This is an optimization exercise on Yosys and OpenROAD, whose aim is small area and a short achievable clock period, not a production implementation. No functional check of the RTL was part of this run.

<file path="flow/design.v">
module fir_filter (
    input wire clk,
    input wire rst,
    input wire valid_in,
    input wire load,               
    input wire [63:0] coeff_in,    
    input wire [15:0] signal_in,   
    output reg valid_out,          
    output reg [31:0] signal_out   
);
    reg [15:0] coeffs [3:0];
    reg [15:0] signal_pipeline [3:0];
    reg [31:0] tap_out [3:0];
    always @(posedge clk or posedge rst) begin
        if (rst) begin
            coeffs[0] <= 16'd0;
            coeffs[1] <= 16'd0;
            coeffs[2] <= 16'd0;
            coeffs[3] <= 16'd0;
        end else if (load) begin
            coeffs[0] <= coeff_in[15:0];
            coeffs[1] <= coeff_in[31:16];
            coeffs[2] <= coeff_in[47:32];
            coeffs[3] <= coeff_in[63:48];
        end
    end
    always @(posedge clk or posedge rst) begin
        if (rst) begin
            signal_pipeline[0] <= 16'd0;
            signal_pipeline[1] <= 16'd0;
            signal_pipeline[2] <= 16'd0;
            signal_pipeline[3] <= 16'd0;
            tap_out[0] <= 32'd0;
            tap_out[1] <= 32'd0;
            tap_out[2] <= 32'd0;
            tap_out[3] <= 32'd0;
        end else if (valid_in) begin
            signal_pipeline[0] <= signal_in;
            signal_pipeline[1] <= signal_pipeline[0];
            signal_pipeline[2] <= signal_pipeline[1];
            signal_pipeline[3] <= signal_pipeline[2];
            tap_out[0] <= coeffs[0] * signal_pipeline[0];
            tap_out[1] <= coeffs[1] * signal_pipeline[1];
            tap_out[2] <= coeffs[2] * signal_pipeline[2];
            tap_out[3] <= coeffs[3] * signal_pipeline[3];
        end
    end
    always @(posedge clk or posedge rst) begin
        if (rst) begin
            signal_out <= 32'd0;
            valid_out <= 1'b0;
        end else if (valid_in) begin
            signal_out <= tap_out[0] + tap_out[1] + tap_out[2] + tap_out[3];
            valid_out <= 1'b1;
        end else begin
            valid_out <= 1'b0;
        end
    end
endmodule
</file>
<file path="flow/config.mk">
export PLATFORM = sky130hd
export DESIGN_NAME = fir_filter
export DESIGN_NICKNAME = fir_filter
export VERILOG_FILES = /design/flow/design.v
export SDC_FILE = /design/flow/constraint.sdc
export NUM_CORES = 4
export LEC_CHECK = 0
export CAP_MARGIN = 20
export CORE_MARGIN = 2
export CORE_UTILIZATION = 40
export SLEW_MARGIN = 20
</file>
<file path="flow/constraint.sdc">
create_clock -name core_clock -period 6.5 [get_ports {clk}]
set_input_delay 1.3000 -clock core_clock [delete_from_list [all_inputs] [get_ports {clk}]]
set_output_delay 1.3000 -clock core_clock [all_outputs]
set_load 0.01 [all_outputs]
</file>
<file path="flow/run.sh">
#!/bin/bash
# synth_recipe.tcl (not shown) runs the flow's synth.tcl, then flattens the netlist and writes it again
# the make line also repeats each setting of config.mk as NAME=value (left out here)
make -C /OpenROAD-flow-scripts/flow DESIGN_CONFIG=/design/flow/config.mk WORK_HOME=/design/flow/orfs CLKGATE_MAP_FILE= SYNTH_SCRIPT=/design/flow/synth_recipe.tcl finish
</file>
==> impl_results.rst <==
.. list-table::
   :header-rows: 1

   * - Metric
     - Value
   * - Status
     - finished clean
   * - Final wirelength
     - about 120000 um
   * - Drt drc
     - 0
   * - Final critical delay including setup and external delays
     - 6.291 ns
   * - Number of hold-repair buffers added at the cts stage
     - 0
   * - Worst Path Class, Setup
     - flip-flop to flip-flop
   * - Drt via density
     - about 5.1
   * - Site row count
     - 125
   * - Vias in the first global route
     - 35601
   * - Final setup skew
     - approximately 0.047 ns
   * - Global Route Usage Sum
     - 21.09%
   * - Commonest non-fill, non-tap cell in the layout
     - sky130_fd_sc_hd__inv_1
   * - Kind of start point of the critical path
     - flip-flop
   * - Sum of buffers and inverters on the critical path
     - 4
   * - Nets in the synthesized netlist
     - ~6200
   * - Layout Cells excl Fill
     - around 6500
   * - Fraction of layout cells with a size suffix above 1
     - ~11%
   * - Area delta synth->final
     - 11.37%
   * - Filler cell count in the final layout
     - between 10000 and 15000
   * - H-tree level count
     - 2
   * - Max stage delay on crit path
     - ~0.59 ns
   * - Starting density of the core
     - around two fifths
   * - Netlist area before placement
     - approximately 47000 um2
   * - Pin count of the biggest net entering global routing
     - approximately 100
   * - Routability congestion estimate from global placement
     - roughly 0.88
   * - Share of flip-flops with an asynchronous set or reset
     - 100.0%
   * - Clock edge transition at the registers on the reported setup and hold paths
     - ~0.06 ns
   * - Die extent in y
     - 346.7 um
   * - Most frequent cells in the layout
     - sky130_fd_sc_hd__inv_1, sky130_fd_sc_hd__fa_1, sky130_fd_sc_hd__nand2_1
   * - Final setup violation count
     - 0
   * - GRT Residual Overflow
     - 0
   * - Clock latency of the later-clocked register in the worst-skew pair
     - around 0.64 ns
   * - Clock tree root buffer cell
     - sky130_fd_sc_hd__clkbuf_16
   * - Slew Limit Fails
     - 0
   * - Instance count after placement with tap cells included
     - approximately 6500
   * - Fmax
     - between 150 and 200 MHz
   * - Synthesized flop and latch total
     - 289
   * - Remaining number of nets flagged by the antenna check after routing
     - 0
   * - Port bufs
     - around 120
   * - Total inserted antenna cells
     - 0
   * - Arrival time reported for the critical path endpoint
     - 6.77 ns
   * - Core region area
     - roughly 120000 um2
   * - Placed wire-length estimate after detailed placement
     - between 100000 and 150000 um
   * - CTS buffer count
     - 42
   * - CTS Buffer Depth
     - 3
   * - Number of antenna violations at the first check in global routing
     - 2
   * - Die ar.
     - approximately 120000 um2
   * - Measured slew at the worst slew-check pin
     - roughly 0.94 ns
   * - Worst path top cell family by delay
     - adder cells
   * - Clock net sink count
     - a little under 300
   * - Horizontal extent of the die
     - approximately 350 um
   * - Number of optimization iterations in the first detailed-route pass
     - 7
   * - Most Frequent Cell on Critical Path
     - sky130_fd_sc_hd__fa_1
   * - Worst endpoint required time
     - around 7.0 ns
   * - Boundary Pins
     - between 100 and 150
   * - Number of flops mapped to enable cells by yosys
     - 0
   * - Yosys warns
     - 4
   * - Iteration-0 DRC Markers
     - approximately 1900
   * - Count of nets after finishing
     - around 6400
   * - Vias after detailed routing
     - between 30000 and 40000
   * - Final core utilization
     - between 40% and 50%
   * - Clock tree from TritonCTS
     - done
   * - Ys flop type
     - sky130_fd_sc_hd__dfrtp_1
   * - Count of final hold-check violations
     - 0
   * - Worst-path cell with the longest stage delay
     - sky130_fd_sc_hd__fa_1
   * - Synthesized netlist cell count
     - 4832
   * - Sequence of cells on the critical path
     - buf_4 -> nand2_1 -> fa_1 -> fa_1 -> fa_1 -> fa_1 -> inv_1 -> fa_1 -> inv_1 -> fa_1 -> inv_1 -> ha_1 -> and3_1 -> a221o_1 -> a31oi_2 -> o211ai_1 -> a31oi_2 -> o21bai_1 -> o31a_1 -> xnor2_1 -> a21oi_1
   * - Post-Syn Area per Cell
     - ~9.7 um2
   * - HP Class
     - flip-flop to flip-flop
   * - Post-synth cell types
     - 65
   * - Crit share post-route
     - between 90% and 100%
   * - Max-cap violation count
     - 0
   * - Max Fanout on Critical Path
     - 16
   * - Slew Limit Headroom
     - between 30% and 40%
   * - Part of the Yosys area used for sequential elements
     - around 15%
   * - First-pass GRT wire length
     - approximately 200000 um
   * - Average detailed-routed wire length per instance
     - roughly 19 um
   * - Worst setup EP type
     - flip-flop
## metrics by stage
stage	hold WS, ns	instance area, um2	setup TNS, ns	setup slack (ns)
6_report	0.4846	52320	0	0.2089
5_1_grt	0.5168	52320	-0.06284	-0.04180
4_1_cts	0.4901	52150	0	0.09081
3_5_place_dp	0.4765	50750	0	0.1168
3_3_place_gp	0.4821	50750	0	0.09397
2_1_floorplan	0.4736	46980	0	0.3761
## cell type report
class / instances / area (um2) / area share [%]
Sequential cell: 289 / 7277 / 13.91
Multi-Input combinational cell: 3428 / 35630 / 68.10
Clock buffer: 53 / 1152 / 2.202
Timing Repair Buffer: 303 / 2630 / 5.027
Tap cell: 1524 / 1907 / 3.644
Clock inverter: 22 / 252.7 / 0.4830
Inverter: 924 / 3472 / 6.636
## routing by layer
metal | up-vias | track usage, % | wire, um
met5 | - | 0 | 0
met4 | 0 | 4.490 | 2396
met1 | 17112 | 29.02 | 54860
met3 | 107 | 2.127 | 5061
met2 | 697 | 36.04 | 60460
li1 | 15275 | - | -
## kinds of logic after synthesis
family | Yosys count | share of synthesized area, %
adder cells (fa/ha/maj) | 1285 | 47.61
buffers and inverters | 1115 | 8.933
AND/OR/NAND/NOR | 1330 | 13.77
XOR/XNOR | 129 | 2.405
flip-flops | 289 | 15.39
AO/OA/AOI/OAI | 437 | 5.966
multiplexers | 247 | 5.918
## synthesized netlist by cell type (all sizes together), types with 6 or more instances
cell type | instances | area, um2
inv | 924 | 3468
a31oi | 22 | 137.6
nand2b | 19 | 118.9
o21bai | 20 | 150.1
xnor2 | 102 | 893.4
nand4 | 15 | 93.84
dfrtp | 289 | 7232
a211o | 8 | 70.07
mux2 | 243 | 2740
nor2b | 14 | 87.58
o31ai | 13 | 97.59
buf | 7 | 37.54
clkbuf | 184 | 690.7
a211oi | 17 | 127.6
o21a | 17 | 127.6
nand3 | 29 | 145.1
nor3 | 23 | 115.1
nor2 | 75 | 284.0
and2 | 465 | 2909
nand2 | 646 | 2425
or3 | 11 | 68.82
xor2 | 27 | 236.5
a21o | 62 | 465.5
ha | 447 | 5593
and3 | 16 | 100.1
fa | 838 | 16780
o211ai | 6 | 45.04
o21ai | 77 | 385.4
a21oi | 141 | 705.7
## worst paths after layout
path	cells after the start	slack (ns)	from	to
max reg2reg	21	0.21	coeffs[2][7]	tap_out[2][29]
max in group asynchronous	3	4.25	rst	signal_pipeline[1][7]
min	2	0.48	signal_out[27]	signal_out[27]
min in group asynchronous	2	1.16	rst	signal_out[19]
max	21	0.21	coeffs[2][7]	tap_out[2][29]
min reg2reg	2	0.48	signal_out[27]	signal_out[27]
## worst register-to-register path, cell delays in order, from the launching register on
cell                       delay (ns)
sky130_fd_sc_hd__dfrtp_1         0.38
sky130_fd_sc_hd__buf_4           0.26
sky130_fd_sc_hd__nand2_1         0.11
sky130_fd_sc_hd__fa_1            0.54
sky130_fd_sc_hd__fa_1            0.47
sky130_fd_sc_hd__fa_1            0.46
sky130_fd_sc_hd__fa_1            0.50
sky130_fd_sc_hd__inv_1           0.06
sky130_fd_sc_hd__fa_1            0.59
sky130_fd_sc_hd__inv_1           0.07
sky130_fd_sc_hd__fa_1            0.47
sky130_fd_sc_hd__inv_1           0.04
sky130_fd_sc_hd__ha_1            0.33
sky130_fd_sc_hd__and3_1          0.19
sky130_fd_sc_hd__a221o_1         0.30
sky130_fd_sc_hd__a31oi_2         0.22
sky130_fd_sc_hd__o211ai_1        0.21
sky130_fd_sc_hd__a31oi_2         0.31
sky130_fd_sc_hd__o21bai_1        0.12
sky130_fd_sc_hd__o31a_1          0.30
sky130_fd_sc_hd__xnor2_1         0.14
sky130_fd_sc_hd__a21oi_1         0.09
## repair_timing
item	4_1_cts	5_1_grt
gates resized for setup	0	56
buffers inserted	0	6
endpoints found under the setup margin	0	35
## flip-flops by register name, summed over array words and instances, names as in the netlist
register	flops
signal_out	32
valid_out	1
coeffs	64
tap_out	128
signal_pipeline	64

static timing again, ports no longer ideal:
The results above use ideal ports. As a check the final layout listed here was re-extracted and re-timed, cells and wires unchanged.
Step 1 (the two cells are an assumption about what drives the block):
set clk [get_ports {clk}]
set_driving_cell -lib_cell sky130_fd_sc_hd__clkbuf_16 $clk
set_driving_cell -lib_cell sky130_fd_sc_hd__buf_2 [delete_from_list [all_inputs] $clk]
Step 2, shift: input delay + t, output delay - t, t = (earliest + latest rising clock arrival at the registers) / 2. This alone moves slack from input paths to output paths.
Slacks: no drivers / after step 1 / after step 2; pairs: no drivers / after step 1.
t (ns): 0.688
setup slack, ns: 0.209 / 0.209 / 0.209
worst register clock-pin slew, ns: 0.07 / 0.07
After both steps this run still meets setup and hold. For this run, drivers alone change the setup slack by 0.000 ns; drivers and shift together by 0.000 ns.
